From an optimization exercise on the open Yosys and OpenROAD flow, aimed at small area; shortcuts taken in it are not production practice.
In this exercise RTL edits were held to simulation tests only and were not proved equivalent to the original.
Power is estimated from default activity; no workload was simulated.

`design/flow/flow/run.sh`:
```
#!/bin/bash
# Layout flow: the standard layout (standard.sh: ORFS's synthesis and
# layout, unchanged) with two changes:
#  1. after the standard synthesis, its combinational cells are mapped a second
#     time by ABC, with ORFS's own area script and the platform's don't-use
#     list; every flip-flop, adder cell (fa/ha) and tie cell of the standard
#     synthesis is kept as it is, with its instance name and cell type;
#  2. the port buffers that global placement inserts (buffer_ports) use
#     sky130_fd_sc_hd__buf_1.
# Each tool's output goes to a log of its own in this folder (make_synth.log,
# yosys_reabc.log, make.log); ORFS keeps each step's log under orfs/logs/.
set -euo pipefail
export BUFFER_PORTS_ARGS="-buffer_cell sky130_fd_sc_hd__buf_1"
R=$PWD/orfs/results/$FLOW_PLATFORM/dblcordicpll/base
LIB=$FLOW_HOME/platforms/$FLOW_PLATFORM/lib/sky130_fd_sc_hd__tt_025C_1v80.lib
YOSYS=$FLOW_HOME/../tools/install/yosys/bin/yosys

bash standard.sh synth > make_synth.log 2>&1

cp "$R/1_2_yosys.v" "$R/1_2_yosys_standard.v"
KEEP=$(grep -oE '^\s*sky130_fd_sc_hd__(df|edf|sdf|dl|fa_|ha_|conb)\w*' "$R/1_2_yosys_standard.v" | sort -u | tr -d ' ' | tr '\n' ' ')
{
  echo "read_liberty -ignore_miss_func $LIB"
  echo "read_verilog $R/1_2_yosys_standard.v"
  echo "hierarchy -top $FLOW_TOP"
  echo "blackbox $KEEP"
  echo "flatten"
  echo "opt_clean -purge"
  echo -n "abc -liberty $LIB -script $PWD/flow/reabc.abc -D 10.0"
  for c in $(cat "$PWD/flow/dont_use.txt"); do echo -n " -dont_use $c"; done
  echo
  echo "opt_clean -purge"
  echo "setundef -zero"
  echo "hilomap -singleton -hicell sky130_fd_sc_hd__conb_1 HI -locell sky130_fd_sc_hd__conb_1 LO"
  echo "splitnets"
  echo "opt_clean -purge"
  echo "stat -liberty $LIB"
  echo "write_verilog -noattr -nohex -nodec $R/1_2_yosys.v"
} > reabc.ys
"$YOSYS" -s reabc.ys > yosys_reabc.log 2>&1
# Yosys declares the nets that the (unknown to it) flip-flops drive as reg;
# they are plain nets
sed -i -E 's/^(\s*)reg /\1wire /' "$R/1_2_yosys.v"
{
  echo "read_liberty -lib $LIB"
  echo "read_verilog $R/1_2_yosys.v"
  echo "hierarchy -check -top $FLOW_TOP"
  echo "check -assert"
} > reabc_check.ys
"$YOSYS" -s reabc_check.ys > yosys_reabc_check.log 2>&1

bash standard.sh finish > make.log 2>&1
```
`design/flow/flow/dont_use.txt`:
```
sky130_fd_sc_hd__lpflow_bleeder_1
sky130_fd_sc_hd__lpflow_clkbufkapwr_1
sky130_fd_sc_hd__lpflow_clkbufkapwr_16
sky130_fd_sc_hd__lpflow_clkbufkapwr_2
sky130_fd_sc_hd__lpflow_clkbufkapwr_4
sky130_fd_sc_hd__lpflow_clkbufkapwr_8
sky130_fd_sc_hd__lpflow_clkinvkapwr_1
sky130_fd_sc_hd__lpflow_clkinvkapwr_16
sky130_fd_sc_hd__lpflow_clkinvkapwr_2
sky130_fd_sc_hd__lpflow_clkinvkapwr_4
sky130_fd_sc_hd__lpflow_clkinvkapwr_8
sky130_fd_sc_hd__lpflow_decapkapwr_12
sky130_fd_sc_hd__lpflow_decapkapwr_3
sky130_fd_sc_hd__lpflow_decapkapwr_4
sky130_fd_sc_hd__lpflow_decapkapwr_6
sky130_fd_sc_hd__lpflow_decapkapwr_8
sky130_fd_sc_hd__lpflow_inputiso0n_1
sky130_fd_sc_hd__lpflow_inputiso0p_1
sky130_fd_sc_hd__lpflow_inputiso1n_1
sky130_fd_sc_hd__lpflow_inputiso1p_1
sky130_fd_sc_hd__lpflow_inputisolatch_1
sky130_fd_sc_hd__lpflow_isobufsrc_1
sky130_fd_sc_hd__lpflow_isobufsrc_16
sky130_fd_sc_hd__lpflow_isobufsrc_2
sky130_fd_sc_hd__lpflow_isobufsrc_4
sky130_fd_sc_hd__lpflow_isobufsrc_8
sky130_fd_sc_hd__lpflow_isobufsrckapwr_16
sky130_fd_sc_hd__lpflow_lsbuf_lh_hl_isowell_tap_1
sky130_fd_sc_hd__lpflow_lsbuf_lh_hl_isowell_tap_2
sky130_fd_sc_hd__lpflow_lsbuf_lh_hl_isowell_tap_4
sky130_fd_sc_hd__lpflow_lsbuf_lh_isowell_4
sky130_fd_sc_hd__lpflow_lsbuf_lh_isowell_tap_1
sky130_fd_sc_hd__lpflow_lsbuf_lh_isowell_tap_2
sky130_fd_sc_hd__lpflow_lsbuf_lh_isowell_tap_4
sky130_fd_sc_hd__probe_p_8
sky130_fd_sc_hd__probec_p_8
```
`design/flow/flow/reabc.abc`:
```
strash
dch
map -B 0.9
topo
stime -c
```
`design/flow/standard.sh`:
```
#!/bin/bash
# synth_recipe.tcl (not shown) runs the flow's synth.tcl, then flattens the netlist and writes it again
# the make line also repeats each setting of config.mk as NAME=value (left out here)
make -C /OpenROAD-flow-scripts/flow DESIGN_CONFIG=/design/flow/config.mk WORK_HOME=/design/flow/orfs CLKGATE_MAP_FILE= SYNTH_SCRIPT=/design/flow/synth_recipe.tcl "${@:-finish}"
```
`design/flow/config.mk`:
```
export PLATFORM = sky130hd
export DESIGN_NAME = dblcordicpll
export DESIGN_NICKNAME = dblcordicpll
export VERILOG_FILES = /design/flow/design.v
export SDC_FILE = /design/flow/constraint.sdc
export NUM_CORES = 4
export LEC_CHECK = 0
export ABC_AREA = 1
export CAP_MARGIN = 20
export CORE_MARGIN = 2
export CORE_UTILIZATION = 40
export CTS_BUF_LIST = sky130_fd_sc_hd__clkbuf_8
export CTS_CLUSTER_DIAMETER = 60
export CTS_CLUSTER_SIZE = 16
export SLEW_MARGIN = 20
```
`design/flow/constraint.sdc`:
```
create_clock -name core_clock -period 10.0 [get_ports {i_clk}]
set_input_delay 2.0000 -clock core_clock [delete_from_list [all_inputs] [get_ports {i_clk}]]
set_output_delay 2.0000 -clock core_clock [all_outputs]
set_load 0.01 [all_outputs]
```
`design/flow/design.v`:
```
`default_nettype	none
module	seqcordic (
		input	wire			i_clk, i_reset, i_stb,
		input	wire	signed	[15:0]	i_yval,
		input	wire		[31:0]	i_nphase,	 
		output	reg			o_done,
		output	reg	[4:0]		o_cnt,
		output	reg	signed	[18:0]	o_xv, o_yv
	);
	reg	signed	[29:0]	ph;
	reg			phc;
	wire	[29:0]		cangle;
	wire			idle, load, dir;
	wire	[2:0]		q;
	wire			swap, neg;
	wire	[16:0]		ny;
	wire	[18:0]		ey, xs, ys, xn, yn;
	wire	[29:0]		phn;
	wire			pcl, pch;
	assign	idle = (o_cnt == 0);
	assign	load = i_stb && idle;
	assign	q    = i_nphase[31:29];
	assign	swap = q[1] ^ q[0];
	assign	neg  = q[2] ^ (q[1] | q[0]);
	cneg #(17) negy({ i_yval[15], i_yval }, neg, ny);
	assign	ey   = { ny, 2'b00 };
	assign	cangle =
		  ({(30){o_cnt == 5'd1}} & 30'h12e4051d)
		| ({(30){o_cnt == 5'd2}} & 30'h9fb385b)
		| ({(30){o_cnt == 5'd3}} & 30'h51111d4)
		| ({(30){o_cnt == 5'd4}} & 30'h28b0d43)
		| ({(30){o_cnt == 5'd5}} & 30'h145d7e1)
		| ({(30){o_cnt == 5'd6}} & 30'ha2f61e)
		| ({(30){o_cnt == 5'd7}} & 30'h517c55)
		| ({(30){o_cnt == 5'd8}} & 30'h28be53)
		| ({(30){o_cnt == 5'd9}} & 30'h145f2e)
		| ({(30){o_cnt == 5'd10}} & 30'ha2f98)
		| ({(30){o_cnt == 5'd11}} & 30'h517cc)
		| ({(30){o_cnt == 5'd12}} & 30'h28be6)
		| ({(30){o_cnt == 5'd13}} & 30'h145f3)
		| ({(30){o_cnt == 5'd14}} & 30'ha2f9)
		| ({(30){o_cnt == 5'd15}} & 30'h517c)
		| ({(30){o_cnt == 5'd16}} & 30'h28be)
		| ({(30){o_cnt == 5'd17}} & 30'h145f);
	assign	xs = (o_cnt == 18) ? 19'sh0 : (o_xv >>> o_cnt);
	assign	ys = o_yv >>> o_cnt;
	assign	dir = ph[29] ^ (phc && (&ph[28:16]));
	add_csel #(19, 10) ax(o_xv, ys ^ {(19){!dir}}, !dir, xn);
	add_csel #(19, 10) ay(o_yv, xs ^ {(19){ dir}},  dir, yn);
	add_rip #(16) apl(ph[15:0],  cangle[15:0]  ^ {(16){!dir}}, !dir, phn[15:0],  pcl);
	add_rip #(14) aph(ph[29:16], cangle[29:16] ^ {(14){!dir}}, phc,  phn[29:16], pch);
	always @(posedge i_clk)
	if (load)
	begin
		o_xv <= swap ? ey : 19'h0;
		o_yv <= swap ? 19'h0 : ey;
		ph   <= i_nphase[29:0];
		phc  <= 1'b0;
	end else begin
		o_xv <= xn;
		o_yv <= yn;
		ph   <= phn;
		phc  <= pcl;
	end
	always @(posedge i_clk)
	if (i_reset)
		o_cnt <= 0;
	else if (idle)
		o_cnt <= { 4'h0, i_stb };
	else if (o_cnt == 19)
		o_cnt <= 0;
	else
		o_cnt <= o_cnt + 1;
	always @(posedge i_clk)
	if (i_reset)
		o_done <= 1'b0;
	else
		o_done <= (o_cnt == 19);
endmodule
module	add_rip #(parameter N = 16) (
		input	wire	[N-1:0]	i_a, i_b,
		input	wire		i_c,
		output	wire	[N-1:0]	o_s,
		output	wire		o_c
	);
	wire	[N:0]	c;
	genvar	k;
	assign	c[0] = i_c;
	generate for(k=0; k<N; k=k+1)
	begin : CARRY
		assign	c[k+1] = (i_a[k] & i_b[k]) | (c[k] & (i_a[k] ^ i_b[k]));
	end endgenerate
	assign	o_s = i_a ^ i_b ^ c[N-1:0];
	assign	o_c = c[N];
endmodule
module	add_csel #(parameter N = 24, L = 12) (
		input	wire	[N-1:0]	i_a, i_b,
		input	wire		i_c,
		output	wire	[N-1:0]	o_s
	);
	wire	[L-1:0]		sl;
	wire	[N-L-1:0]	s0, s1;
	wire			cl, c0, c1;
	add_rip #(L)   lo(i_a[L-1:0], i_b[L-1:0], i_c,  sl, cl);
	add_rip #(N-L) h0(i_a[N-1:L], i_b[N-1:L], 1'b0, s0, c0);
	add_rip #(N-L) h1(i_a[N-1:L], i_b[N-1:L], 1'b1, s1, c1);
	assign	o_s = { cl ? s1 : s0, sl };
endmodule
module	cneg #(parameter N = 17) (
		input	wire	[N-1:0]	i_v,
		input	wire		i_n,
		output	wire	[N-1:0]	o_v
	);
	wire	[N-1:0]	p;
	wire	[N:0]	c;
	genvar	k;
	assign	p = i_v ^ {(N){i_n}};
	assign	c[0] = i_n;
	generate for(k=0; k<N; k=k+1)
	begin : CARRY
		assign	c[k+1] = c[k] & p[k];
	end endgenerate
	assign	o_v = p ^ c[N-1:0];
endmodule
module	add_bk #(parameter N = 32, L = 5) (
		input	wire	[N-1:0]	i_a, i_b,
		input	wire		i_c,
		output	wire	[N-1:0]	o_s
	);
	wire	[N-1:0]		g0, p0;
	genvar	l, k;
	assign	g0 = (i_a & i_b) | ({ {(N-1){1'b0}}, i_c } & (i_a ^ i_b));
	assign	p0 = i_a ^ i_b;
	generate for(l=0; l<2*L-1; l=l+1)
	begin : LVL
		localparam	D = (l < L) ? (1<<l) : (1<<(2*L-2-l));
		wire	[N-1:0]	gi, pi, g, p;
		if (l == 0)
		begin : FIRST
			assign	gi = g0;
			assign	pi = p0;
		end else begin : NEXT
			assign	gi = LVL[l-1].g;
			assign	pi = LVL[l-1].p;
		end
		for(k=0; k<N; k=k+1)
		begin : BIT
			if ((l < L) ? ((k % (2*D)) == (2*D-1))
				: ((k >= 3*D-1) && (((k - (3*D-1)) % (2*D)) == 0)))
			begin : NODE_G
				assign	g[k] = gi[k] | (pi[k] & gi[k-D]);
				assign	p[k] = pi[k] & pi[k-D];
			end else begin : PASS_G
				assign	g[k] = gi[k];
				assign	p[k] = pi[k];
			end
		end
	end endgenerate
	assign	o_s = p0 ^ { LVL[2*L-2].g[N-2:0], i_c };
endmodule
`default_nettype	none
module	seqpolar (
		input	wire			i_clk, i_reset, i_stb,
		input	wire	signed	[15:0]	i_xval, i_yval,
		output	reg			o_done,
		output	reg		[31:0]	o_phase
	);
	reg		[22:0]	xv;
	reg		[27:4]	yh;
	reg		[31:0]	ph;
	wire		[31:0]	cangle;
	reg			idle, dir0, phc;
	reg		[4:0]	state;
	wire			pre_valid, last_state, below, nx, pm, cl, ch;
	wire		[16:0]	ax, ay;
	wire		[27:0]	ys, xm;
	wire		[27:3]	yr;
	wire		[22:0]	tmask;
	genvar			k;
	wire		[22:0]	xn;
	wire		[15:0]	pl, phh;
	assign	pre_valid  = !idle && (state == 0);
	assign	last_state = (state >= 30);
	assign	nx = i_xval[15];
	cneg #(17) negx({ i_xval[15], i_xval }, nx, ax);
	cneg #(17) negy({ i_yval[15], i_yval }, nx, ay);
	always @(posedge i_clk)
	if (i_reset)
		idle <= 1'b1;
	else if ((i_stb)&&(idle))
		idle <= 1'b0;
	else if (last_state)
		idle <= 1'b1;
	always @(posedge i_clk)
	if (i_reset)
		state <= 0;
	else if (idle)
		state <= 0;
	else if (last_state)
		state <= 0;
	else
		state <= state + 1;
	assign	cangle =
		  ({(32){state == 5'd0}} & 32'h20000000)
		| ({(32){state == 5'd1}} & 32'h12e4051d)
		| ({(32){state == 5'd2}} & 32'h9fb385b)
		| ({(32){state == 5'd3}} & 32'h51111d4)
		| ({(32){state == 5'd4}} & 32'h28b0d43)
		| ({(32){state == 5'd5}} & 32'h145d7e1)
		| ({(32){state == 5'd6}} & 32'ha2f61e)
		| ({(32){state == 5'd7}} & 32'h517c55)
		| ({(32){state == 5'd8}} & 32'h28be53)
		| ({(32){state == 5'd9}} & 32'h145f2e)
		| ({(32){state == 5'd10}} & 32'ha2f98)
		| ({(32){state == 5'd11}} & 32'h517cc)
		| ({(32){state == 5'd12}} & 32'h28be6)
		| ({(32){state == 5'd13}} & 32'h145f3)
		| ({(32){state == 5'd14}} & 32'ha2f9)
		| ({(32){state == 5'd15}} & 32'h517c)
		| ({(32){state == 5'd16}} & 32'h28be)
		| ({(32){state == 5'd17}} & 32'h145f)
		| ({(32){state == 5'd18}} & 32'ha2f)
		| ({(32){state == 5'd19}} & 32'h517)
		| ({(32){state == 5'd20}} & 32'h28b)
		| ({(32){state == 5'd21}} & 32'h145)
		| ({(32){state == 5'd22}} & 32'ha2)
		| ({(32){state == 5'd23}} & 32'h51)
		| ({(32){state == 5'd24}} & 32'h28)
		| ({(32){state == 5'd25}} & 32'h14)
		| ({(32){state == 5'd26}} & 32'ha)
		| ({(32){state == 5'd27}} & 32'h5)
		| ({(32){state == 5'd28}} & 32'h2)
		| ({(32){state == 5'd29}} & 32'h1);
	assign	below = pre_valid ? dir0 : yh[27];
	assign	ys = $signed({ yh, 4'h0 }) >>> { state, 1'b0 };
	generate for(k=0; k<23; k=k+1)
	begin : TMASK
		assign	tmask[k] = (state <= k);
	end endgenerate
	assign	xm = { 5'h0, xv & tmask };
	add_csel #(23, 12) axv(xv, ys[22:0] ^ {(23){ below}},  below, xn);
	add_csel #(25, 12) ayv({ yh, 1'b0 }, xm[27:3] ^ {(25){!below}}, !below, yr);
	assign	pm = below && !last_state;
	add_rip #(16) apl(ph[15:0],  cangle[15:0]  ^ {(16){pm}}, pm,  pl, cl);
	add_rip #(16) aph(ph[31:16], cangle[31:16] ^ {(16){pm}}, phc, phh, ch);
	always @(posedge i_clk)
	if ((i_stb)&&(idle))
	begin
		xv   <= { ax, 6'h0 };
		yh   <= { {(5){ay[16]}}, ay, 2'h0 };
		ph   <= { nx, 31'h0 };
		phc  <= 1'b0;
		dir0 <= i_xval[15] ^ i_yval[15];
	end else begin
		xv  <= xn;
		yh  <= { yr[27], yr[25:3] };
		ph  <= { phh, pl };
		phc <= cl;
	end
	always @(posedge i_clk)
	if (i_reset)
		o_done <= 1'b0;
	else
		o_done <= last_state;
	always @(posedge i_clk)
	if (i_reset)
		o_phase <= 0;
	else if (last_state)
		o_phase <= { phh, pl };
endmodule
`default_nettype	none
module	dblcordicpll (
		input	wire			i_clk,
		input	wire			i_reset,
		input	wire			i_ld,
		input	wire	[31:0]		i_step,
		input	wire			i_ce,
		input	wire	signed	[15:0]	i_input,
		input	wire	[4:0]		i_lgcoeff,
		output	wire	[15:0]		o_err
	);
	reg	[31:0]		r_phase, r_step;
	wire			pm_done;
	wire	[4:0]		pm_cnt;
	wire	[18:0]		pm_xv, pm_yv;
	reg	[15:0]		fil_sin, fil_cos, tripl_sin, tripl_cos;
	reg	[2:0]		shift_ce;
	wire			pd_done;
	wire	[31:0]		pd_phase;
	seqcordic
	phasemultiply(i_clk, i_reset, i_ce, i_input, ~r_phase,
			pm_done, pm_cnt, pm_xv, pm_yv);
	wire		tsel = (pm_cnt == 19);
	wire	[15:0]	tr;
	tripler	trip(tsel ? pm_yv : pm_xv, tsel ? fil_sin : fil_cos, tr);
	always @(posedge i_clk)
	if (pm_cnt == 18)
		tripl_cos <= tr;
	always @(posedge i_clk)
	if (tsel)
		tripl_sin <= tr;
	always @(posedge i_clk)
	if (i_reset)
		shift_ce <= 0;
	else
		shift_ce <= { shift_ce[1:0], pm_done };
	reg	[4:0]	lg_d;
	always @(posedge i_clk)
		lg_d <= i_lgcoeff;
	wire	[4:0]	lgf = shift_ce[1] ? i_lgcoeff : lg_d;
	wire	[15:0]	tsrc = shift_ce[1] ? tripl_cos : tripl_sin;
	wire	[15:0]	fsrc = shift_ce[1] ? fil_cos : fil_sin;
	wire		lsat = (lgf == 0) || lgf[4];
	wire	[16:0]	hsrc = $signed({ tsrc, 1'b0 }) >>> lgf[3:0];
	wire	[15:0]	usrc = lsat ? {(16){tsrc[15]}} : hsrc[15:0];
	wire	[15:0]	nfil;
	add_csel #(16, 8) afil(fsrc, usrc, 1'b0, nfil);
	always @(posedge i_clk)
	if (i_reset)
		fil_cos <= 0;
	else if (shift_ce[1])
		fil_cos <= nfil;
	always @(posedge i_clk)
	if (i_reset)
		fil_sin <= 0;
	else if (shift_ce[2])
		fil_sin <= nfil;
	seqpolar
	phasedet(i_clk, i_reset, shift_ce[2], fil_cos, nfil,
			pd_done, pd_phase);
	wire	[5:0]	log_beta = { i_lgcoeff, 1'b0 } + 6'd2;
	reg	[5:0]	sj;
	reg	[4:0]	scnt;
	reg		sact, sb;
	wire	[5:0]	sidx = sact ? sj : log_beta;
	wire		sf = sidx[5] ? pd_phase[31] : pd_phase[sidx[4:0]];
	wire		sbin = sact && sb;
	wire		sdiff = r_step[0] ^ sf ^ sbin;
	wire		sbout = (!r_step[0] && (sf || sbin)) || (sf && sbin);
	always @(posedge i_clk)
	if (i_reset)
		r_step <= 0;
	else if (i_ld)
		r_step <= i_step;
	else if (pd_done || sact)
		r_step <= { sdiff, r_step[31:1] };
	always @(posedge i_clk)
	if (i_reset || i_ld)
		sact <= 1'b0;
	else if (pd_done)
		sact <= 1'b1;
	else if (scnt == 31)
		sact <= 1'b0;
	always @(posedge i_clk)
	begin
		sb <= sbout;
		sj <= (sidx[5]) ? sidx : (sidx + 1);
		scnt <= (sact) ? (scnt + 1) : 5'd1;
	end
	wire	signed	[31:0]	phase_correction;
	wire	[31:0]		npc, csa_s, pnew;
	wire	[32:0]		csa_c;
	assign	phase_correction = $signed(pd_phase) >>> i_lgcoeff;
	assign	npc   = ~phase_correction;
	assign	csa_s = r_phase ^ r_step ^ npc;
	assign	csa_c = { (r_phase & r_step) | (r_phase & npc) | (r_step & npc), 1'b1 };
	add_bk #(32, 5) aph(csa_s, csa_c[31:0], 1'b0, pnew);
	always @(posedge i_clk)
	if (i_reset)
		r_phase <= 0;
	else if (pd_done)
		r_phase <= pnew;
	assign	o_err = pd_phase[31:16];
endmodule
module	tripler (
		input	wire	[18:0]	i_v,
		input	wire	[15:0]	i_f,
		output	wire	[15:0]	o_t
	);
	wire	[15:0]	r, d;
	wire		c0, c1, c2;
	add_rip #(16) ar(i_v[18:3], 16'h0, i_v[2] & (i_v[3] | i_v[1] | i_v[0]),
			r, c0);
	add_rip #(16) ad(r, ~i_f, 1'b1, d, c1);
	add_rip #(16) at(d, { d[15], d[15:1] }, 1'b0, o_t, c2);
endmodule
module	add_csel4 #(parameter N = 32, B = 8) (
		input	wire	[N-1:0]	i_a, i_b,
		output	wire	[N-1:0]	o_s
	);
	wire	[B-1:0]	s0, s1a, s1b, s2a, s2b, s3a, s3b;
	wire		c0, c1a, c1b, c2a, c2b, c3a, c3b, c1, c2;
	add_rip #(B) b0 (i_a[B-1:0],     i_b[B-1:0],     1'b0, s0,  c0);
	add_rip #(B) b1a(i_a[2*B-1:B],   i_b[2*B-1:B],   1'b0, s1a, c1a);
	add_rip #(B) b1b(i_a[2*B-1:B],   i_b[2*B-1:B],   1'b1, s1b, c1b);
	add_rip #(B) b2a(i_a[3*B-1:2*B], i_b[3*B-1:2*B], 1'b0, s2a, c2a);
	add_rip #(B) b2b(i_a[3*B-1:2*B], i_b[3*B-1:2*B], 1'b1, s2b, c2b);
	add_rip #(B) b3a(i_a[4*B-1:3*B], i_b[4*B-1:3*B], 1'b0, s3a, c3a);
	add_rip #(B) b3b(i_a[4*B-1:3*B], i_b[4*B-1:3*B], 1'b1, s3b, c3b);
	assign	c1 = c0 ? c1b : c1a;
	assign	c2 = c1 ? c2b : c2a;
	assign	o_s = { c2 ? s3b : s3a, c1 ? s2b : s2a, c0 ? s1b : s1a, s0 };
endmodule
```
==> results of run 1 <==
[per-layer routing]
metal | vias to the layer above | wire, um | GRT usage
li1 | 11950 | - | -
met1 | 11040 | 36990 | 0.3222
met2 | 628 | 35780 | 0.3723
met3 | 106 | 4144 | 0.03067
met4 | 0 | 2186 | 0.07141
met5 | - | 0 | 0
[worst max-delay path: cells and delay by family, from the launching register on]
kind                     cells  cell delay, ns
adder cells (fa/ha/maj)     16            6.73
buffers and inverters        7            0.96
AND/OR/NAND/NOR              4            0.57
XOR/XNOR                     3            0.56
flip-flops                   1            0.36
AO/OA/AOI/OAI                1            0.08
[metrics by stage]
step                area (um2)  setup WS, ns  hold slack (ns)
floorplan                26630      -0.09688           0.3759
global placement         28550        0.7013           0.3823
detailed placement       28550        0.5551           0.3959
CTS                      29400        0.5042           0.4102
global route             29420       0.01269           0.4130
finish                   29420        0.6268           0.4047
[flip-flops by register name, indices dropped and copies added (netlist names), 6 cells and up]
register            flops
phasemultiply.ph       30
phasemultiply.o_yv     19
r_step                 32
phasedet.xv            23
fil_sin                16
fil_cos                16
phasemultiply.o_xv     19
phasedet.o_phase       32
phasedet.ph            32
r_phase                32
tripl_sin              16
sj                      6
phasedet.yh            24
tripl_cos              16
[area by class of cell]
class | instances | area (um2) | share of cell area
multi-input combinational | 2576 | 17250 | 0.5863
timing repair buffer | 145 | 825.8 | 0.02807
clock buffer | 40 | 550.5 | 0.01871
sequential | 344 | 7222 | 0.2455
tap | 864 | 1081 | 0.03675
antenna | 2 | 5.005 | 0.0001701
inverter | 581 | 2186 | 0.07430
clock inverter | 28 | 300.3 | 0.01021
[repair_timing]
action / in CTS / in global routing
setup buffers: 0 / 0
gates resized for setup: 0 / 3
endpoints found under the setup margin: 0 / 2
[power by group]
| group | switching [mW] | leakage (nW) | internal (mW) |
|---|---|---|---|
| registers | 0.222 | 2.87 | 1.88 |
| clock network | 0.632 | 0.415 | 0.461 |
| logic | 2.74 | 8.67 | 2.05 |
[path summary, 6_finish.rpt]
path / startpoint / end / slack, ns
worst max-delay path: phasedet.state[1]$_SDFF_PP0_ / phasedet.ph[31]$_DFF_P_ / 0.63
worst min-delay path: shift_ce[0]$_SDFF_PP0_ / shift_ce[1]$_SDFF_PP0_ / 0.40
worst max register to register: phasedet.state[1]$_SDFF_PP0_ / phasedet.ph[31]$_DFF_P_ / 0.63
worst min register to register: shift_ce[0]$_SDFF_PP0_ / shift_ce[1]$_SDFF_PP0_ / 0.40
==> impl_metrics.csv, run 1 <==
group,metric,value,unit
routing,drt_iter0_markers,1617,
sta,fin_crit_sh,0.9373,
finish,drive_gt1_frac,0.05089,
sta,grt_setup_unrepaired,"false",
clocking,cts-htree-levels,2,
grt,grt_pass1_vias,22710,
finish,utilization,0.4475,
clocking,cts_made_buffers,38,
routing,wirelength,79100,um
placement,port_buffers,72,
floorplanning,die_w,261.9,um
logic_synthesis,syn_inst,3501,
floorplanning,pin_count,73,
finish,area_delta_synth_final,10.58,%
grt,gr-total-overflow,0,
routing,drc,0,
clocking,clock_path_buffers,3,
sta,max_freq,0.1067,GHz
sta,hold_viol,0,
logic_synthesis,synth_area,26600,um2
job,maxCapViolCount,0,
clocking,clk_pin_slew_worst_paths,0.10,ns
floorplanning,dieHeight,261.9,um
routing,antenna_left,0,
worst_hold_path,holdPathStages,2,
run_status,status,"no timing/DRC/antenna violations",
clocking,clock-root-buffer,"clkbuf_8",
logic_synthesis,yosysWarnings,3,
sta,slew_headroom,0.3388,
finish,layout_common_cells,"nand2_1, clkinv_1, o21ai_0, dfxtp_1, nor2_1",
routing,vias_per_cell,5.181,
placement,gp_congestion,0.9706,
pwr,ir_drop,0.1163,mV
clocking,cts_tree,"done",
worst_setup_path,critical_path_arrival,9.90,ns
worst_setup_path,critPathSlowestCell,"fa_1",
routing,firstDrtPassIters,5,
floorplanning,core_area,65750,um2
sta,slew_viol_final,0,
floorplanning,die-area,68590,um2
logic_synthesis,syn_nets,3898,
finish,fin_cells,4580,
pwr,power,7.992,mW
clocking,cts_hold_buf,0,
finish,final_common_cell,"nand2_1",
worst_setup_path,crit_type,"reg -> reg",
worst_setup_path,worstPathRequired,10.53,ns
clocking,clock_latency,0.66,ns
sta,setup_viol,0,
worst_hold_path,hold_path.class,"reg -> reg",
sta,finalCriticalPeriod,9.373,ns
worst_setup_path,max_stage_delay,0.47,ns
worst_setup_path,critPathMaxFanout,24,
placement,dpl.hpwl,62050,um
grt,antenna_found_initial,2,
grt,grt_max_degree,80,
finish,fin_nets,4083,
worst_setup_path,end_kind,"register",
clocking,clock-sinks,344,
sta,fin_worst_skew,0.04228,ns
sta,worst_pin_slew,0.9917,ns
logic_synthesis,avgSynthCellArea,7.599,um2
routing,wl_per_cell,17.27,um
pwr,cellPowerDensity,271.7,nW/um2
placement,placed_cells,4510,
finish,num-fill-cells,6735,
pwr,power_leakage,11.95,nW
floorplanning,start_util,0.4046,
sta,tns,0,ns
worst_setup_path,rr_worst_depth,31,
grt,grt_pass1_wl,124900,um
worst_setup_path,cpMostUsedCell,"fa_1",
floorplanning,rows,94,
worst_setup_path,worstSetupStartpointType,"register",
routing,dr_total_vias,23730,
grt,track_usage,0.2311,
==> run 2: changes to the inputs <==
==> design/flow/flow/reabc.abc (replaced) <==
strash
dch
map -B 0.9
topo
stime -c
buffer -c
upsize -c
dnsize -c
==> run 2 against run 1 <==
  * Global-route usage hardly changed
  * Fmax is 0.38% lower
  * Utilization is 1.2 points lower
  * Non-clock buffer count is 26 lower
  * Critical path type unchanged
  * Largest cell class unchanged
  * Highest routed layer is now met5
==> impl_metrics.csv, run 2 <==
group,metric,value,unit
run_status,status,"no timing/DRC/antenna violations",
finish,area_delta_synth_final,7.701,%
sta,slew_viol_final,0,
clocking,clock_latency,0.65,ns
floorplanning,rows,95,
logic_synthesis,syn_inst,3603,
worst_hold_path,hold_end,"shift_ce[1]$_SDFF_PP0_",
pwr,power_leakage,13.53,nW
routing,wirelength,81070,um
grt,track_usage,0.2313,
logic_synthesis,yosysWarnings,3,
floorplanning,die_w,264.9,um
logic_synthesis,avgSynthCellArea,7.558,um2
floorplanning,pin_count,73,
finish,multi_input_area,17360,um2
job,maxCapViolCount,0,
placement,gp_congestion,0.9452,
worst_hold_path,hold_path.class,"reg -> reg",
sta,slew_headroom,0.2911,
worst_setup_path,r2r-end,"phasedet.xv[22]$_SDFF_PP0_",
worst_setup_path,crit_type,"reg -> reg",
sta,setup_viol,0,
worst_setup_path,r2r_start,"phasedet.state[0]$_SDFF_PP0_",
finish,fin_nets,4057,
pwr,ir_drop,0.1387,mV
finish,num-fill-cells,6991,
worst_setup_path,critical_path_arrival,9.90,ns
sta,tns,0,ns
worst_setup_path,max_stage_delay,0.56,ns
routing,dr_total_vias,23720,
finish,area.sequential,7221,um2
sta,fin_ws,0.5906,ns
placement,dp_slack,0.6332,ns
clocking,cts_tree,"done",
grt,grt_max_degree,80,
floorplanning,die-area,70180,um2
sta,grt_setup_unrepaired,"false",
worst_setup_path,r2r_slack,0.59,ns
sta,worst_pin_slew,1.062,ns
clocking,cts-htree-levels,2,
pwr,power_frac_seq,0.258,
routing,drc,0,
clocking,clock-sinks,344,
clocking,clock_path_buffers,3,
worst_setup_path,worstSetupStartpointType,"register",
routing,drt_iter0_markers,1816,
worst_setup_path,critPathSlowestCell,"fa_1",
finish,final_common_cell,"nand2_1",
finish,layout_common_cells,"nand2_1, inv_1, o21ai_0, dfxtp_1, nor2_1",
grt,grt_pass1_wl,129100,um
worst_setup_path,critPathMaxFanout,35,
sta,whs,0.4035,ns
worst_setup_path,worstPathRequired,10.49,ns
pwr,clockPowerShare,0.127,
routing,antenna_left,0,
pwr,p_switching,3.735,mW
grt,antenna_found_initial,2,
worst_hold_path,holdPathStages,2,
worst_setup_path,end_kind,"register",
grt,gr-total-overflow,0,
routing,firstDrtPassIters,8,
pwr,power,8.167,mW
logic_synthesis,syn_nets,4000,
sta,hold_viol,0,
pwr,cellPowerDensity,278.5,nW/um2
worst_setup_path,startpoint,"phasedet.state[0]$_SDFF_PP0_",
worst_setup_path,cpMostUsedCell,"fa_1",
clocking,cts_made_buffers,38,
clocking,clock-root-buffer,"clkbuf_8",
worst_hold_path,hp-start,"shift_ce[0]$_SDFF_PP0_",
sta,fin_crit_sh,0.9409,
worst_setup_path,rr_worst_depth,42,
finish,final_area,29330,um2
placement,port_buffers,72,
floorplanning,start_util,0.4048,
routing,vias_per_cell,5.199,
pwr,comb_power_share,0.615,
clocking,cts_hold_buf,0,
routing,wl_per_cell,17.77,um
floorplanning,core_area,67280,um2
placement,dpl_cell_area,28530,um2
logic_synthesis,synth_area,27230,um2
grt,grt_pass1_vias,22990,
sta,fin_worst_skew,0.02633,ns
floorplanning,dieHeight,264.9,um
sta,finalCriticalPeriod,9.409,ns
pwr,p_int,4.432,mW
pwr,swShare,0.4573,
finish,drive_gt1_frac,0.07809,
sta,max_freq,0.1063,GHz
placement,dpl.hpwl,62870,um
clocking,clk_pin_slew_worst_paths,0.10,ns
## run 2: cell count changes in the layout (fill, tap and decap cells not counted), moves of 12 or more
cell	before	now
buf_4	72	47
clkinv_1	574	4
inv_1	1	451
inv_2	3	123
nand2_1	675	655
nand2_2	1	16
o21ai_0	544	411
o21ai_1	2	130
or2_2	13	1
## run 2: power groups by stage
stage                     Clock [mW]  Sequential (mW)  Combinational, mW
after floorplan                    0             2.06               3.93
after global placement             0             2.14               4.93
after detailed placement           0             2.13               5.02
after CTS                       1.07             2.11               5.07
after global routing            1.12             2.14               5.82
final                           1.04             2.11               5.02
## run 2: critical path, delay by kind of cell, from the launching register on
family                     cells  cell delay [ns]
DFF                            1             0.54
adders and majority gates     12             5.06
AOI/OAI and AO/OA             11             1.59
and+or+nand+nor               10             0.82
xor gates and xnor gates       3             0.50
buffers and inverters          6             0.73
## run 2: worst max path at each step
stage	to	depth (start not counted)
after detailed placement	phasedet.xv[22]$_SDFF_PP0_	41
after CTS	phasedet.xv[22]$_SDFF_PP0_	41
after global routing	phasedet.ph[31]$_DFF_P_	30
final	phasedet.xv[22]$_SDFF_PP0_	42
after floorplan	phasedet.ph[31]$_DFF_P_	35
after global placement	phasedet.xv[22]$_SDFF_PP0_	42
## run 2: layer usage
metal / track usage / up-vias / wire [um]
met1: 0.3166 / 11180 / 37470
met5: 0 / - / 11
met3: 0.03038 / 109 / 3935
met4: 0.05970 / 2 / 1945
li1: - / 11880 / -
met2: 0.3848 / 549 / 37710
## run 2: cell type report
type	count	area share
diodes	1	0.00008532
clock buffers	39	0.01830
clock inverters	29	0.008618
inverters	581	0.07624
multi-input cells	2576	0.5919
flip-flops and latches	344	0.2462
well taps	873	0.03724
repair buffers	119	0.02142
## run 2: repair_timing
action	in CTS	in global routing
buffers inserted	0	0
endpoints found under the setup margin	0	1
resized for setup	0	1
## run 2: per-stage QoR
stage               std cells  utilization
finish                   4562       0.4359
floorplan                3603            -
global route             4562       0.4359
detailed placement       4493       0.4241
global placement         4493       0.4241
CTS                      4561       0.4359
==> run 3: changes to the inputs <==
--- a/design/flow/design.v
+++ b/design/flow/design.v
@@ -45,8 +45,8 @@
 	assign	xs = (o_cnt == 18) ? 19'sh0 : (o_xv >>> o_cnt);
 	assign	ys = o_yv >>> o_cnt;
 	assign	dir = ph[29] ^ (phc && (&ph[28:16]));
-	add_csel #(19, 10) ax(o_xv, ys ^ {(19){!dir}}, !dir, xn);
-	add_csel #(19, 10) ay(o_yv, xs ^ {(19){ dir}},  dir, yn);
+	add_csel #(19, 12) ax(o_xv, ys ^ {(19){!dir}}, !dir, xn);
+	add_csel #(19, 12) ay(o_yv, xs ^ {(19){ dir}},  dir, yn);
 	add_rip #(16) apl(ph[15:0],  cangle[15:0]  ^ {(16){!dir}}, !dir, phn[15:0],  pcl);
 	add_rip #(14) aph(ph[29:16], cangle[29:16] ^ {(14){!dir}}, phc,  phn[29:16], pch);
 	always @(posedge i_clk)
@@ -309,24 +309,23 @@
 		lg_d <= i_lgcoeff;
 	wire	[4:0]	lgf = shift_ce[1] ? i_lgcoeff : lg_d;
 	wire	[15:0]	tsrc = shift_ce[1] ? tripl_cos : tripl_sin;
-	wire	[15:0]	fsrc = shift_ce[1] ? fil_cos : fil_sin;
 	wire		lsat = (lgf == 0) || lgf[4];
 	wire	[16:0]	hsrc = $signed({ tsrc, 1'b0 }) >>> lgf[3:0];
 	wire	[15:0]	usrc = lsat ? {(16){tsrc[15]}} : hsrc[15:0];
 	wire	[15:0]	nfil;
-	add_csel #(16, 8) afil(fsrc, usrc, 1'b0, nfil);
+	add_csel #(16, 8) afil(fil_cos, usrc, 1'b0, nfil);
 	always @(posedge i_clk)
 	if (i_reset)
+	begin
 		fil_cos <= 0;
-	else if (shift_ce[1])
-		fil_cos <= nfil;
-	always @(posedge i_clk)
-	if (i_reset)
 		fil_sin <= 0;
-	else if (shift_ce[2])
+	end else if (shift_ce[1] || shift_ce[2])
+	begin
+		fil_cos <= fil_sin;
 		fil_sin <= nfil;
+	end
 	seqpolar
-	phasedet(i_clk, i_reset, shift_ce[2], fil_cos, nfil,
+	phasedet(i_clk, i_reset, shift_ce[2], fil_sin, nfil,
 			pd_done, pd_phase);
 	wire	[5:0]	log_beta = { i_lgcoeff, 1'b0 } + 6'd2;
 	reg	[5:0]	sj;
--- a/design/flow/config.mk
+++ b/design/flow/config.mk
@@ -10,6 +10,6 @@
 export CORE_MARGIN = 2
 export CORE_UTILIZATION = 40
 export CTS_BUF_LIST = sky130_fd_sc_hd__clkbuf_8
-export CTS_CLUSTER_DIAMETER = 60
-export CTS_CLUSTER_SIZE = 16
+export CTS_CLUSTER_DIAMETER = 50
+export CTS_CLUSTER_SIZE = 12
 export SLEW_MARGIN = 20
==> run 3 against run 2 <==
  * Still clean
  * Sequential share of layout area fell by 0.30 points
  * Utilization is 0.62 points higher
  * Setup slack improved by 0.028 ns
  * First-iteration DRC count rose by 7.7%
  * Design area increased by 1.2%
  * Register-to-register slack improved by 0.03 ns
  * Count of clock-buffer cells in the layout grew 20
  * Clock skew increased by 0.012 ns
  * Cell count grew 0.66%
  * Critical endpoint is now tripl_cos[14]$_DFFE_PP_
  * Highest routed layer is now met4
==> impl_metrics.csv, run 3 <==
group,metric,value,unit
clocking,clock-root-buffer,"clkbuf_8",
finish,area.sequential,7222,um2
worst_hold_path,hp-start,"shift_ce[0]$_SDFF_PP0_",
floorplanning,pin_count,73,
placement,dpl.hpwl,63530,um
sta,hold_viol,0,
clocking,clock_latency,0.68,ns
pwr,power_leakage,13.93,nW
grt,track_usage,0.2327,
sta,slew_headroom,0.3145,
floorplanning,rows,95,
job,maxCapViolCount,0,
routing,antenna_left,0,
run_status,status,"no timing/DRC/antenna violations",
worst_setup_path,max_stage_delay,0.48,ns
worst_setup_path,worstSetupStartpointType,"register",
finish,fin_nets,4071,
clocking,cts_setup_buffers,0,
logic_synthesis,syn_nets,4000,
clocking,cts_hold_buf,0,
finish,area_delta_synth_final,9.459,%
routing,firstDrtPassIters,7,
worst_setup_path,cpMostUsedCell,"fa_1",
finish,final_common_cell,"nand2_1",
grt,grt_pass1_wl,129000,um
grt,grt_pass1_vias,22970,
worst_setup_path,crit_type,"reg -> reg",
clocking,clock-sinks,344,
sta,tns,0,ns
logic_synthesis,synth_area,27130,um2
routing,vias_per_cell,5.127,
worst_setup_path,end_kind,"register",
sta,grt_setup_unrepaired,"false",
finish,layout_common_cells,"nand2_1, inv_1, o21ai_0, dfxtp_1, nor2_1",
sta,fin_worst_skew,0.03852,ns
sta,setup_viol,0,
clocking,clock_path_buffers,3,
floorplanning,die-area,69920,um2
clocking,cts_made_buffers,57,
placement,port_buffers,72,
pwr,ir_drop,0.2273,mV
routing,drc,0,
floorplanning,start_util,0.4039,
clocking,cts_tree,"done",
floorplanning,dieHeight,264.4,um
worst_setup_path,critical_path_arrival,9.91,ns
worst_setup_path,worstSetupEndpoint,"tripl_cos[14]$_DFFE_PP_",
sta,slew_viol_final,0,
routing,drt_iter0_markers,1956,
floorplanning,core_area,67160,um2
sta,max_freq,0.1066,GHz
grt,antenna_found_initial,1,
worst_setup_path,r2r_slack,0.62,ns
logic_synthesis,syn_inst,3603,
routing,dr_total_vias,23540,
clocking,cts-htree-levels,2,
worst_setup_path,rr_worst_depth,33,
worst_setup_path,worstPathRequired,10.53,ns
finish,utilization,0.4422,
clocking,clk_pin_slew_worst_paths,0.07,ns
routing,wl_per_cell,17.69,um
worst_setup_path,r2r_start,"phasemultiply.o_cnt[4]$_SDFF_PP0_",
worst_setup_path,critPathMaxFanout,23,
finish,drive_gt1_frac,0.05514,
worst_setup_path,r2r-end,"tripl_cos[14]$_DFFE_PP_",
worst_hold_path,holdPathStages,2,
sta,finalCriticalPeriod,9.382,ns
sta,worst_pin_slew,1.024,ns
finish,multi_input_area,17140,um2
sta,fin_crit_sh,0.9382,
logic_synthesis,yosysWarnings,3,
logic_synthesis,avgSynthCellArea,7.529,um2
worst_hold_path,hold_path.class,"reg -> reg",
pwr,cellPowerDensity,279.4,nW/um2
floorplanning,die_w,264.4,um
placement,gp_congestion,0.9882,
routing,wirelength,81250,um
finish,num-fill-cells,6970,
worst_setup_path,critPathSlowestCell,"fa_1",
grt,grt_max_degree,82,
worst_setup_path,startpoint,"phasemultiply.o_cnt[4]$_SDFF_PP0_",
grt,gr-total-overflow,0,
[run 3: per-stage QoR]
stage	setup slack (ns)	hold WS [ns]	power, mW	cell area, um2	cells
2_1_floorplan	0.6187	0.3839	5.707	27130	3603
3_3_place_gp	0.6987	0.3986	6.829	28430	4488
3_5_place_dp	0.5563	0.3985	6.882	28430	4488
4_1_cts	0.5336	0.4143	8.383	29690	4591
5_1_grt	0.02949	0.4415	9.237	29690	4592
6_report	0.6183	0.4051	8.297	29690	4592
[run 3: critical path, delay by kind of cell (launching register included)]
| kind | cells | cell delay [ns] |
|---|---|---|
| AND/OR/NAND/NOR | 3 | 0.93 |
| flip-flops | 1 | 0.31 |
| buffers and inverters | 10 | 0.99 |
| adder cells (fa/ha/maj) | 18 | 6.58 |
| AO/OA/AOI/OAI | 2 | 0.45 |
[run 3: worst min path at each step]
stage                              to
2_1_floorplan      scnt[0]$_SDFF_PN1_
6_report       shift_ce[1]$_SDFF_PP0_
5_1_grt        shift_ce[0]$_SDFF_PP0_
4_1_cts        shift_ce[1]$_SDFF_PP0_
3_3_place_gp   shift_ce[0]$_SDFF_PP0_
3_5_place_dp   shift_ce[1]$_SDFF_PP0_
[run 3: per-layer routing]
metal / wire, um / track usage / share of wire
met1: 38080 / 0.3220 / 0.47
met2: 35590 / 0.3680 / 0.44
met3: 4607 / 0.03521 / 0.057
met4: 2973 / 0.08553 / 0.037
met5: 0 / 0 / 0
[run 3: power breakdown]
group          leakage [nW]  internal, mW  switching [mW]  total, mW
combinational          10.4          2.00            2.78       4.79
clock                 0.645         0.715           0.712       1.43
sequential             2.87          1.88           0.204       2.08
total                  13.9          4.60            3.70       8.30
[run 3: area by class of cell]
type | instances | share of cell area
antenna | 1 | 0.00008427
sequential | 344 | 0.2432
multi-input combinational | 2533 | 0.5771
timing repair buffer | 124 | 0.02237
inverter | 614 | 0.07812
clock inverter | 44 | 0.01500
clock buffer | 59 | 0.02735
tap | 873 | 0.03678
[run 3: what timing repair did]
action / in CTS / in global routing
gates resized for setup: 0 / 1
hold endpoints to repair: 0 / 0
setup endpoints to repair: 0 / 2
==> run 4: changes to the inputs <==
--- a/design/flow/config.mk
+++ b/design/flow/config.mk
@@ -10,6 +10,6 @@
 export CORE_MARGIN = 2
 export CORE_UTILIZATION = 40
 export CTS_BUF_LIST = sky130_fd_sc_hd__clkbuf_8
-export CTS_CLUSTER_DIAMETER = 50
-export CTS_CLUSTER_SIZE = 12
+export CTS_CLUSTER_DIAMETER = 60
+export CTS_CLUSTER_SIZE = 18
 export SLEW_MARGIN = 20
==> run 4 against run 3 <==
  * Area after synthesis did not move
  * Design area down 1.4%
  * Synthesized cell count unchanged
  * Sequential cell count unchanged
  * Die area did not move
  * Critical endpoint unchanged
  * Largest cell class unchanged
==> impl_metrics.csv, run 4 <==
group,metric,value,unit
sta,setup_viol,0,
placement,dpl.hpwl,63530,um
floorplanning,pin_count,73,
finish,area_delta_synth_final,7.891,%
clocking,clock-sinks,344,
worst_setup_path,max_stage_delay,0.48,ns
logic_synthesis,syn_inst,3603,
sta,worst_pin_slew,1.053,ns
floorplanning,die_w,264.4,um
clocking,cts-htree-levels,2,
clocking,clock_path_buffers,3,
worst_setup_path,critical_path_arrival,9.90,ns
placement,placed_cells,4488,
floorplanning,rows,95,
clocking,clock_latency,0.65,ns
finish,fin_nets,4052,
clocking,cts_hold_buf,0,
floorplanning,dieHeight,264.4,um
clocking,clk_pin_slew_worst_paths,0.10,ns
worst_setup_path,worstPathRequired,10.49,ns
routing,vias_per_cell,5.141,
placement,port_buffers,72,
clocking,clock-root-buffer,"clkbuf_8",
sta,slew_headroom,0.2953,
finish,fin_cells,4558,
sta,hold_viol,0,
routing,wirelength,80810,um
placement,dpl_cell_area,28430,um2
floorplanning,core_area,67160,um2
finish,final_common_cell,"nand2_1",
grt,grt_max_degree,82,
run_status,status,"no timing/DRC/antenna violations",
finish,num-fill-cells,6979,
placement,gp_congestion,0.9882,
worst_setup_path,rr_worst_depth,33,
logic_synthesis,avgSynthCellArea,7.529,um2
worst_hold_path,hold_path.class,"reg -> reg",
logic_synthesis,yosysWarnings,3,
finish,drive_gt1_frac,0.04696,
worst_setup_path,worstSetupStartpointType,"register",
routing,wl_per_cell,17.73,um
floorplanning,start_util,0.4039,
routing,antenna_left,0,
floorplanning,die-area,69920,um2
logic_synthesis,synth_area,27130,um2
sta,slew_viol_final,0,
pwr,cellPowerDensity,271.3,nW/um2
routing,drc,0,
sta,fin_crit_sh,0.9404,
logic_synthesis,syn_nets,4000,
worst_setup_path,critPathSlowestCell,"fa_1",
worst_setup_path,critPathMaxFanout,23,
finish,final_area,29270,um2
grt,track_usage,0.2312,
grt,gr-total-overflow,0,
routing,firstDrtPassIters,6,
sta,fin_worst_skew,0.04004,ns
pwr,power_leakage,13.71,nW
worst_hold_path,holdPathStages,2,
sta,tns,0,ns
routing,drt_iter0_markers,2042,
routing,dr_total_vias,23430,
clocking,cts_tree,"done",
sta,whs,0.4138,ns
worst_setup_path,crit_type,"reg -> reg",
sta,grt_setup_unrepaired,"false",
clocking,cts_made_buffers,38,
clocking,cts_resized,0,
worst_setup_path,cpMostUsedCell,"fa_1",
finish,layout_common_cells,"nand2_1, inv_1, o21ai_0, dfxtp_1, nor2_1",
clocking,cts_setup_buffers,0,
grt,grt_pass1_vias,22730,
sta,max_freq,0.1063,GHz
job,maxCapViolCount,0,
pwr,ir_drop,0.2346,mV
sta,finalCriticalPeriod,9.404,ns
grt,grt_pass1_wl,128000,um
grt,antenna_found_initial,1,
worst_setup_path,end_kind,"register",
run 4: cell count changes in the layout (fill, tap and decap cells not counted), sizes merged:
cell      previous run  this run
clkbuf              62        43
inv                629       623
bufinv               5         0
clkinv              19        17
clkinvlp             5         3
run 4: per-stage QoR:
step	util	total power [mW]	setup WS (ns)
after global placement	0.4234	6.829	0.6987
after global routing	0.4358	8.861	0.02930
after CTS	0.4358	8.018	0.5227
final	0.4358	7.940	0.5964
after floorplan	-	5.707	0.6187
after detailed placement	0.4234	6.882	0.5563
run 4: power by group:
group / total (mW) / switching, mW / leakage, nW / internal [mW]
clock network: 1.07 / 0.650 / 0.417 / 0.420
logic: 4.79 / 2.78 / 10.4 / 2.00
registers: 2.08 / 0.203 / 2.87 / 1.88
run 4: path summary, 6_finish.rpt:
check                                                  startpoint                      end  slack, ns
worst max-delay path            phasemultiply.o_cnt[4]$_SDFF_PP0_  tripl_cos[14]$_DFFE_PP_       0.60
worst min-delay path                       shift_ce[0]$_SDFF_PP0_   shift_ce[1]$_SDFF_PP0_       0.41
worst min register to register             shift_ce[0]$_SDFF_PP0_   shift_ce[1]$_SDFF_PP0_       0.41
worst max register to register  phasemultiply.o_cnt[4]$_SDFF_PP0_  tripl_cos[14]$_DFFE_PP_       0.60
run 4: layout make-up:
type                    count  area (um2)  area share
well taps                 873        1092     0.03732
diodes                      1       2.502  0.00008550
inverters                 614        2320     0.07925
multi-input cells        2533       17140      0.5855
clock inverters            29       281.5    0.009618
flip-flops and latches    344        7222      0.2467
clock buffers              40       550.5     0.01881
repair buffers            124       664.4     0.02270
run 4: routing by layer:
layer	vias up	wire (um)	track usage
met5	-	0	0
met4	0	2976	0.08308
met3	135	4306	0.03428
met2	633	35340	0.3650
met1	10900	38190	0.3214
li1	11770	-	-
run 4: critical path: cells and delay by family (launching register included):
family / cells / cell delay, ns
AOI/OAI and AO/OA: 2 / 0.45
and+or+nand+nor: 3 / 0.92
adders and majority gates: 18 / 6.59
buffers and inverters: 10 / 0.98
DFF: 1 / 0.31
==> run 5: changes to the inputs <==
--- a/design/flow/config.mk
+++ b/design/flow/config.mk
@@ -11,5 +11,5 @@
 export CORE_UTILIZATION = 40
 export CTS_BUF_LIST = sky130_fd_sc_hd__clkbuf_8
 export CTS_CLUSTER_DIAMETER = 60
-export CTS_CLUSTER_SIZE = 18
+export CTS_CLUSTER_SIZE = 16
 export SLEW_MARGIN = 20
==> run 5 against run 4 <==
  * Combinational power is essentially flat
  * Clock power barely moved
  * Still clean on timing, DRC and antenna
  * Clock skew grew 0.0059 ns
  * Setup slack improved by 0.0091 ns
==> impl_metrics.csv, run 5 <==
group,metric,value,unit
run_status,status,"no timing/DRC/antenna violations",
clocking,clk_pin_slew_worst_paths,0.10,ns
finish,area_delta_synth_final,8.016,%
sta,fin_worst_skew,0.04594,ns
worst_setup_path,worstPathRequired,10.49,ns
placement,placed_cells,4488,
worst_setup_path,critPathMaxFanout,23,
grt,grt_pass1_vias,22710,
floorplanning,start_util,0.4039,
finish,final_common_cell,"nand2_1",
logic_synthesis,yosysWarnings,3,
worst_hold_path,hold_path.class,"reg -> reg",
grt,antenna_found_initial,1,
routing,vias_per_cell,5.134,
worst_setup_path,cpMostUsedCell,"fa_1",
finish,num-fill-cells,6982,
worst_setup_path,crit_type,"reg -> reg",
clocking,clock_path_buffers,3,
sta,worst_pin_slew,1.049,ns
logic_synthesis,syn_nets,4000,
pwr,cellPowerDensity,272.0,nW/um2
logic_synthesis,synth_area,27130,um2
finish,multi_input_area,17140,um2
finish,drive_gt1_frac,0.04721,
logic_synthesis,syn_inst,3603,
worst_setup_path,worstSetupStartpointType,"register",
finish,fin_nets,4053,
clocking,clock_latency,0.65,ns
logic_synthesis,avgSynthCellArea,7.529,um2
floorplanning,die-area,69920,um2
clocking,cts_setup_buffers,0,
routing,drt_iter0_markers,2006,
placement,port_buffers,72,
sta,hold_viol,0,
finish,fin_cells,4560,
worst_setup_path,end_kind,"register",
clocking,cts_tree,"done",
sta,max_freq,0.1064,GHz
routing,dr_total_vias,23410,
placement,dpl.hpwl,63530,um
grt,grt_pass1_wl,127900,um
worst_setup_path,max_stage_delay,0.48,ns
worst_setup_path,critical_path_arrival,9.88,ns
sta,slew_headroom,0.2979,
sta,tns,0,ns
pwr,power_leakage,13.72,nW
clocking,cts_hold_buf,0,
pwr,ir_drop,0.2341,mV
clocking,cts_resized,0,
worst_setup_path,critPathSlowestCell,"fa_1",
grt,track_usage,0.2308,
clocking,clock-sinks,344,
floorplanning,die_w,264.4,um
sta,fin_crit_sh,0.9394,
routing,drc,0,
floorplanning,pin_count,73,
floorplanning,core_area,67160,um2
placement,gp_congestion,0.9882,
sta,finalCriticalPeriod,9.394,ns
grt,grt_max_degree,82,
sta,slew_viol_final,0,
floorplanning,dieHeight,264.4,um
clocking,clock-root-buffer,"clkbuf_8",
finish,utilization,0.4363,
job,maxCapViolCount,0,
grt,gr-total-overflow,0,
routing,antenna_left,0,
sta,setup_viol,0,
floorplanning,rows,95,
routing,firstDrtPassIters,6,
sta,grt_setup_unrepaired,"false",
routing,wirelength,80750,um
finish,layout_common_cells,"nand2_1, inv_1, o21ai_0, dfxtp_1, nor2_1",
clocking,cts-htree-levels,2,
routing,wl_per_cell,17.71,um
finish,area.sequential,7222,um2
clocking,cts_made_buffers,39,
run 5: layer usage:
metal / track usage / share of wire
met5: 0 / 0
met4: 0.08170 / 0.037
met3: 0.03279 / 0.053
met2: 0.3657 / 0.44
met1: 0.3211 / 0.47
run 5: final timing paths:
| kind | startpoint | endpoint | slack [ns] | cells past startpoint |
|---|---|---|---|---|
| setup / recovery | phasemultiply.o_cnt[4]$_SDFF_PP0_ | tripl_cos[14]$_DFFE_PP_ | 0.61 | 33 |
| hold / removal | shift_ce[0]$_SDFF_PP0_ | shift_ce[1]$_SDFF_PP0_ | 0.41 | 2 |
| setup reg to reg | phasemultiply.o_cnt[4]$_SDFF_PP0_ | tripl_cos[14]$_DFFE_PP_ | 0.61 | 33 |
| hold reg to reg | shift_ce[0]$_SDFF_PP0_ | shift_ce[1]$_SDFF_PP0_ | 0.41 | 2 |
run 5: layout make-up:
type                       count  share of cell area
timing repair buffer         124             0.02267
multi-input combinational   2533              0.5848
sequential                   344              0.2465
clock inverter                31             0.01076
inverter                     614             0.07916
clock buffer                  40             0.01879
antenna                        1          0.00008540
tap                          873             0.03728
run 5: report_power, final:
part | total (mW) | switching, mW | internal (mW)
Clock | 1.10 | 0.637 | 0.465
Sequential | 2.08 | 0.203 | 1.88
Combinational | 4.79 | 2.79 | 2.00
run 5: critical path: cells and delay by family, from the launching register on:
kind,cells,cell delay (ns)
AO/OA/AOI/OAI,2,0.44
adder cells (fa/ha/maj),18,6.60
buffers and inverters,10,0.98
flip-flops,1,0.31
AND/OR/NAND/NOR,3,0.92
run 5: stage by stage:
step,power [mW],setup slack (ns),instance area (um2),hold WS (ns)
after floorplan,5.707,0.6187,27130,0.3839
after global placement,6.829,0.6987,28430,0.3986
after detailed placement,6.882,0.5563,28430,0.3985
after CTS,8.050,0.5245,29300,0.4149
after global routing,8.895,0.04041,29300,0.4459
final,7.971,0.6056,29300,0.4127

==> afterwards: timing with drivers on the ports <==
No port has a modelled driver above. Below, the same layouts with a new extraction and two added sets of constraints. Step 1, drivers: a clkbuf_16 drives i_clk and a buf_2 each remaining input, both assumed. Step 2 also shifts input and output timing later by t, the mid clock arrival at the registers, as if the neighbouring blocks saw the same clock. a / b / c = no drivers / after step 1 / after step 2; a / b = the first two.
run | t, ns | setup slack, ns | worst setup path at the end | worst data-port slew with drivers (ns) | cell pins on the clock port's net
run 1 | 0.695 | 0.627 / 0.627 / 0.627 | register to register | 0.04 | 1
run 2 | 0.693 | 0.591 / 0.591 / 0.591 | register to register | 0.06 | 1
run 3 | 0.719 | 0.618 / 0.618 / 0.557 | input to register | 0.07 | 1
run 4 | 0.692 | 0.596 / 0.596 / 0.564 | input to register | 0.07 | 1
run 5 | 0.689 | 0.606 / 0.606 / 0.564 | input to register | 0.07 | 1
After both steps every run listed still meets setup and hold. The setup slack of run 3, which loses most, moves by 0.000 ns with the drivers and by -0.061 ns with both steps.
